Source: an optimization exercise on an open RTL-to-GDS flow (aim: small area, a short achievable clock period and few clock cycles per item). Production flows keep margins and buffers that such runs may drop. Power is estimated from default activity; no workload was simulated.

alpha:
==> module divider, before the edit <==
module divider#(
  parameter WIDTH    = 32,
  parameter CACHING  =  0,
  parameter INIT_VLD =  0
)(
  input clk,
  input rst,
  input start,
  input      [WIDTH-1:0] dividend,
  input      [WIDTH-1:0] divisor,
  output reg [WIDTH-1:0] quotient,
  output     [WIDTH-1:0] remainder,
  output reg zeroErr,
  output valid
);
  reg [31:0] rem;
  reg [31:0] dsr;
  reg [4:0]  cnt;
  reg [4:0]  zbr;
  reg        align;
  reg        busy;
  reg        vld;
  wire [5:0]  za;
  wire [5:0]  zb;
  divider_lzc32 u_lza (.x(dividend), .z(za));
  divider_lzc32 u_lzb (.x(divisor), .z(zb));
  wire [31:0] sa;                                 
  divider_smear32 u_sa (.x(dividend), .s(sa));
  wire        zeroDivide = ~|divisor;
  wire        shorter = |(divisor & ~sa);         
  wire        quick = shorter | zeroDivide;
  wire [4:0]  s;
  wire [5:0]  bw;
  wire [31:0] sh [0:5];
  assign bw[0] = 1'b0;
  assign sh[0] = dsr;
  genvar i;
  generate
    for (i = 0; i < 5; i = i + 1) begin : al
      wire eq = zbr[i] ~^ cnt[i];
      assign s[i]    = eq ? bw[i] : ~bw[i];
      assign bw[i+1] = eq ? bw[i] : cnt[i];
      assign sh[i+1] = s[i] ? (sh[i] << (1 << i)) : sh[i];
    end
  endgenerate
  wire [32:0] diff1;
  wire [32:0] diff2;
  wire        ge1;
  wire        ge2;
  divider_sub33 u_sub1 (.a({1'b0, rem}), .b({1'b0, dsr}), .d(diff1), .co(ge1));
  divider_sub33 u_sub2 (.a({1'b0, rem}), .b({2'b0, dsr[31:1]}), .d(diff2), .co(ge2));
  wire        k0 = cnt == 5'd0;
  wire        two = ~ge1 & ~k0;
  wire        last = k0 | (cnt == 5'd1 & ~ge1);
  assign remainder = rem;
  assign valid = vld;
  always @(posedge clk) begin
    if (rst) begin
      align <= 1'b0;
      busy  <= 1'b0;
      vld   <= 1'b0;
    end else if (start) begin
      align <= ~quick;
      busy  <= 1'b0;
      vld   <= quick;
    end else if (align) begin
      align <= 1'b0;
      busy  <= 1'b1;
    end else if (busy && last) begin
      busy  <= 1'b0;
      vld   <= 1'b1;
    end
  end
  always @(posedge clk) begin
    zbr <= zb[4:0];
    cnt <= start ? za[4:0] : align ? s : two ? cnt - 5'd2 : cnt - 5'd1;
  end
  always @(posedge clk) begin
    if (start) begin
      quotient <= 32'd0;
      zeroErr  <= zeroDivide;
    end else if (busy) begin
      quotient <= two ? {quotient[29:0], 1'b0, ge2} : {quotient[30:0], ge1};
    end
  end
  always @(posedge clk) begin
    if (start)
      rem <= dividend;
    else if (busy && ge1)
      rem <= diff1[31:0];
    else if (busy && two && ge2)
      rem <= diff2[31:0];
  end
  always @(posedge clk) begin
    dsr <= start ? divisor : align ? sh[5] : two ? dsr >> 2 : dsr >> 1;
  end
endmodule
export LEC_CHECK = 0
export CAP_MARGIN = 20
export CORE_MARGIN = 2
export CORE_UTILIZATION = 60
export SETUP_SLACK_MARGIN = 2.0
export SLEW_MARGIN = 20
create_clock -name core_clock -period 5.0 [get_ports {clk}]
standard.sh (not shown) runs the stock make flow with config.mk's settings and CLKGATE_MAP_FILE= SYNTH_SCRIPT=/design/flow/synth_recipe.tcl, a recipe that flattens the netlist after the stock synthesis.
==> flow/flow/run.sh <==
#!/bin/bash
set -euo pipefail
bash standard.sh "BUFFER_PORTS_ARGS=-buffer_cell sky130_fd_sc_hd__buf_1" finish > make_finish.log 2>&1
## Diff of input files: beta against alpha
==> flow/design.v, changed modules only <==
module divider#(
  parameter WIDTH    = 32,
  parameter CACHING  =  0,
  parameter INIT_VLD =  0
)(
  input clk,
  input rst,
  input start,
  input      [WIDTH-1:0] dividend,
  input      [WIDTH-1:0] divisor,
  output reg [WIDTH-1:0] quotient,
  output     [WIDTH-1:0] remainder,
  output reg zeroErr,
  output valid
);
  reg [31:0] rem;
  reg [31:0] dsr;
  reg [4:0]  cnt;
  reg [4:0]  zbr;
  reg        align;
  reg        busy;
  reg        vld;
  wire [5:0]  za;
  wire [5:0]  zb;
  divider_lzc32 u_lza (.x(dividend), .z(za));
  divider_lzc32 u_lzb (.x(divisor), .z(zb));
  wire [31:0] sa;                                 
  divider_smear32 u_sa (.x(dividend), .s(sa));
  wire        zeroDivide = ~|divisor;
  wire        shorter = |(divisor & ~sa);         
  wire        quick = shorter | zeroDivide;
  wire [4:0]  s;
  wire [5:0]  bw;
  wire [31:0] sh [0:5];
  assign bw[0] = 1'b0;
  assign sh[0] = dsr;
  genvar i;
  generate
    for (i = 0; i < 5; i = i + 1) begin : al
      wire eq = zbr[i] ~^ cnt[i];
      assign s[i]    = eq ? bw[i] : ~bw[i];
      assign bw[i+1] = eq ? bw[i] : cnt[i];
      assign sh[i+1] = s[i] ? (sh[i] << (1 << i)) : sh[i];
    end
  endgenerate
  wire [32:0] diff;
  wire        ge;
  divider_sub33 u_sub (.a({1'b0, rem}), .b({1'b0, dsr}), .d(diff), .co(ge));
  wire        last = cnt == 5'd0;
  assign remainder = rem;
  assign valid = vld;
  always @(posedge clk) begin
    if (rst) begin
      align <= 1'b0;
      busy  <= 1'b0;
      vld   <= 1'b0;
    end else if (start) begin
      align <= ~quick;
      busy  <= 1'b0;
      vld   <= quick;
    end else if (align) begin
      align <= 1'b0;
      busy  <= 1'b1;
    end else if (busy && last) begin
      busy  <= 1'b0;
      vld   <= 1'b1;
    end
  end
  always @(posedge clk) begin
    zbr <= zb[4:0];
    cnt <= start ? za[4:0] : align ? s : cnt - 5'd1;
  end
  always @(posedge clk) begin
    if (start) begin
      quotient <= 32'd0;
      zeroErr  <= zeroDivide;
    end else if (busy) begin
      quotient <= {quotient[30:0], ge};
    end
  end
  always @(posedge clk) begin
    if (start)
      rem <= dividend;
    else if (busy && ge)
      rem <= diff[31:0];
  end
  always @(posedge clk) begin
    dsr <= start ? divisor : align ? sh[5] : dsr >> 1;
  end
endmodule
--- outcome ---
alpha reached the end of the flow, and the finished layout is clean on the timing, DRC and antenna checks.
beta: done, clean on timing, DRC and antenna
On beta: layout-stage area growth over the synthesis result is 11 points lower than what alpha gave.
beta ended up with rem[31] as its worst setup path endpoint; alpha ended up with rem[25].
beta ended with less routed length per placed instance than alpha.
beta vs. alpha: depth of the critical timing path with buffers and inverters included went up by 4.
The synthesized cell count of beta is lower than that of alpha.
In beta, the number of multi-input combinational cells came out 217 below the value in alpha.
Compared with alpha, in beta die area saw a decrease; total power saw a decrease; xor and xnor area share after synthesis saw little to no change.
Core area shrinks by more than 10% when moving from alpha to beta.
beta vs alpha: number of cells after detailed placement down
Comparing beta and alpha, the lower sequential share of layout area was measured on alpha.
| worst hold margin | beta vs alpha | 8.5 ps lower |
No run of this note included a check of the RTL's function; only the layout flow was run.

## what the ideal ports hide
The results above use ideal ports. As a check the final layouts listed here were re-extracted and re-timed, cells and wires unchanged. Step 1: set_driving_cell puts a clkbuf_16 on clk and a buf_2 on each other input, an assumption about the parent block. Step 2, shift: input delay + t, output delay - t, t = (earliest + latest rising clock arrival at the registers) / 2. This alone moves slack from input paths to output paths. Slacks: no drivers / after step 1 / after step 2; pairs: no drivers / after step 1.
| run | t, ns | setup slack, ns | worst hold slack (ns) | worst setup path at the end | worst data-port slew with drivers (ns) |
|---|---|---|---|---|---|
| alpha | 0.413 | 1.573 / 1.573 / 1.480 | 0.509 / 0.509 / 0.509 | input to register | 0.06 |
| beta | 0.411 | 1.810 / 1.810 / 1.792 | 0.501 / 0.501 / 0.501 | input to register | 0.04 |
After both steps every run listed still meets setup and hold. For alpha, which loses most, drivers alone change the setup slack by 0.000 ns; drivers and shift together by -0.093 ns.
